From an optimization exercise on the open Yosys and OpenROAD flow, aimed at small area; shortcuts taken in it are not production practice. Where RTL was checked, it was by simulation tests only, not by an equivalence proof against the original. Power is estimated from default activity; no workload was simulated.

Setup of run a:
// uart_top
module uart_top(
    input  logic i_clk,
    input  logic i_rst_n,  
    input  logic        i_rx_en,
    input  logic        i_tx_en,
    input  logic [ 1:0] i_width_sel,
    input  logic [ 2:0] i_parity_sel,
    input  logic        i_stop_sel,
    input  logic [23:0] i_baud_rate_value,
    output logic o_tx_fifo_full,
    output logic o_rx_data_avail,
    output logic o_e_overrun_flag,
    output logic o_e_parity_flag,
    output logic o_e_frame_flag,
    input  logic i_load_uart,
    input  logic i_store_uart,
    input  logic i_rx_serial,
    output logic o_tx_serial,
    input  logic [7:0] i_trans_data,
    output logic [7:0] o_receive_data
);
clock: 5.0 ns
lec_check: 0
cap_margin: 20
core_margin: 2
core_utilization: 60
cts_buf_list: sky130_fd_sc_hd__clkbuf_4 sky130_fd_sc_hd__clkbuf_8
slew_margin: 20
synth_hierarchical: 1
run.sh (not shown) runs the stock make flow with config.mk's settings and CLKGATE_MAP_FILE= SYNTH_SCRIPT=/design/flow/synth_recipe.tcl, a recipe that flattens the netlist after the stock synthesis.
Run a: full flow OK, the timing, DRC and antenna checks passed
Changes in run b relative to run a:
- removing CTS_BUF_LIST (formerly sky130_fd_sc_hd__clkbuf_4 sky130_fd_sc_hd__clkbuf_8)
- changing CORE_UTILIZATION from 60 to 40
Est. power | run b vs run a | run b higher
Design area in run b is about 0.9% above run a.
Of run b and run a, the higher power density normalized to cell area belongs to run b.
Function was not checked in any run of this note: the RTL went through the layout flow alone.


build 58:
Another version of the RTL of uart_top (not shown whole).
Size in the first run: roughly 360 flip-flops, ~59 I/O pins, ~0.014 sq mm of cells after synthesis.
clock: 5.0 ns
lec_check: 0
cap_margin: 20
core_margin: 2
core_utilization: 70
cts_cluster_diameter: 100
cts_cluster_size: 30
slew_margin: 20
synth_hierarchical: 1
standard.sh (not shown) runs the stock make flow with config.mk's settings and CLKGATE_MAP_FILE= SYNTH_SCRIPT=/design/flow/synth_recipe.tcl, a recipe that flattens the netlist after the stock synthesis.
==> flow/flow/run.sh <==
#!/bin/bash
# The standard layout, with plain buf_1 cells as the port buffers and
# power recovery (gate downsizing on paths with slack) after global routing.
set -euo pipefail
bash standard.sh "BUFFER_PORTS_ARGS=-buffer_cell sky130_fd_sc_hd__buf_1" RECOVER_POWER=100 finish > orfs_make.log 2>&1
In build 58 the implementation ran to completion but is not tape-out ready, as the final checks report max-capacitance violations, max-slew violations.
[inputs] build 74 vs build 58
==> flow/flow/run.sh <==
#!/bin/bash
# The standard layout, with:
#  - plain buf_1 cells as the port buffers,
#  - a clock tree of clkbuf_8 cells over clusters of up to 18 flip-flops,
#    a clkbuf_4 root and no dummy loads,
#  - power recovery (downsizing gates on paths with slack) after global
#    routing, followed by another slew/capacitance repair (flow/post_grt.tcl).
set -euo pipefail
HERE=$(cd "$(dirname "$0")" && pwd)
CTS="-sink_clustering_enable -repair_clock_nets -dont_use_dummy_load"
CTS="$CTS -sink_clustering_size 18 -sink_clustering_max_diameter 70"
CTS="$CTS -root_buf sky130_fd_sc_hd__clkbuf_4 -sink_clustering_buffer sky130_fd_sc_hd__clkbuf_8"
bash standard.sh "BUFFER_PORTS_ARGS=-buffer_cell sky130_fd_sc_hd__buf_1" "CTS_ARGS=$CTS" \
  RECOVER_POWER=100 "POST_GLOBAL_ROUTE_TCL=$HERE/post_grt.tcl" finish > orfs_make.log 2>&1
==> flow/flow/post_grt.tcl (new file) <==
# Runs at the end of ORFS's global route step (POST_GLOBAL_ROUTE_TCL), after
# power recovery has downsized gates on paths with slack: repair the
# max-slew / max-capacitance limits again, then legalise and reroute the
# nets that changed.
global_route -start_incremental
repair_design_helper
detailed_placement
global_route -end_incremental -congestion_report_file $::env(REPORTS_DIR)/congestion_post_grt_hook.rpt
estimate_parasitics -global_routing
repair_timing_helper
global_route -start_incremental
detailed_placement
global_route -end_incremental -congestion_report_file $::env(REPORTS_DIR)/congestion_post_grt_hook2.rpt
estimate_parasitics -global_routing
write_guides $::env(RESULTS_DIR)/route.guide
--- a/flow/config.mk
+++ b/flow/config.mk
@@ -10,3 +10,2 @@
-export CORE_UTILIZATION = 70
-export CTS_CLUSTER_DIAMETER = 100
-export CTS_CLUSTER_SIZE = 30
+export CORE_UTILIZATION = 80
+export PLACE_DENSITY = 0.9
==> comparison <==
Build 74 went all the way through synthesis, placement and routing and the layout is clean on timing, DRC and antenna.
Going from build 58 to build 74, final wirelength now sits higher; clock insertion delay at the later pin of the skew report now sits higher; number of flip-flops and latches in the synthesized netlist now sits at about the same level; fraction of power consumed by the clock network now sits lower.
Looking at type of the tightest min-delay check, the in2async result is from build 74; the reg2reg one comes from build 58.
Of build 74 and build 58, the higher signal arrival time at the worst endpoint belongs to build 74.
Between build 58 and build 74, final core area utilization increased.
Build 74: setup slack 0.022 ns below build 58
Power: build 74 draws less than build 58
## Diff of input files: build 62 against build 74
==> flow/flow/run.sh <==
#!/bin/bash
# The standard layout, with plain buf_1 cells as the port buffers.
set -euo pipefail
bash standard.sh "BUFFER_PORTS_ARGS=-buffer_cell sky130_fd_sc_hd__buf_1" finish > orfs_make.log 2>&1
--- a/flow/config.mk
+++ b/flow/config.mk
@@ -10,2 +10,3 @@
-export CORE_UTILIZATION = 80
-export PLACE_DENSITY = 0.9
+export CORE_UTILIZATION = 70
+export CTS_CLUSTER_DIAMETER = 100
+export CTS_CLUSTER_SIZE = 30
removed: flow/flow/post_grt.tcl
## What came out
Build 62 reports its cell at the slowest stage of the critical path as sky130_fd_sc_hd__dfxtp_1 while build 74 reports sky130_fd_sc_hd__dfxtp_2.
Build 74 reports its class of the worst hold path as in2async while build 62 reports reg2reg.
[compare] base=build 74 new=build 62: global-route wire length before repair saw a decrease, area of the die saw an increase.
Comparing build 74 and build 62, number of filler instances in the final layout is higher on build 62.
Build 62 against build 74: worst setup slack went up 0.020 ns, horizontal die dimension went up about 7%, part of the power in the clock network went up 1.9 points, wire length went down about 7%, cell area after placement went up 65 sq um.
Compared with build 74, build 62 improves number of DRC markers in iteration 0.

-- static timing again, ports no longer ideal --
In the flow no input, the clock included, has a driving cell. The finished layouts below were timed again as built, in two steps.
Step 1, drivers: a clkbuf_16 drives i_clk and a buf_2 each remaining input, both assumed.
Step 2 also shifts input and output timing later by t, the mid clock arrival at the registers, as if the neighbouring blocks saw the same clock.
Three values: ideal, step 1, step 2; two values: the first two.
run | t (ns) | slack for setup (ns) | hold WS [ns] | worst setup path at the end | cell pins on the clock port's net
run a | 0.621 | 1.039 / 0.991 / 1.105 | 0.417 / 0.417 / 0.417 | input to register | 1
run b | 0.575 | 1.091 / 1.040 / 1.129 | 0.415 / 0.415 / 0.415 | input to output | 1
build 58 | 0.540 | 0.315 / 0.315 / 0.315 | 0.427 / 0.427 / 0.427 | register to register | 1
build 74 | 0.726 | 0.293 / 0.293 / 0.293 | 0.396 / 0.376 / 0.430 | register to register | 1
build 62 | 0.542 | 0.313 / 0.313 / 0.313 | 0.427 / 0.427 / 0.427 | register to register | 1
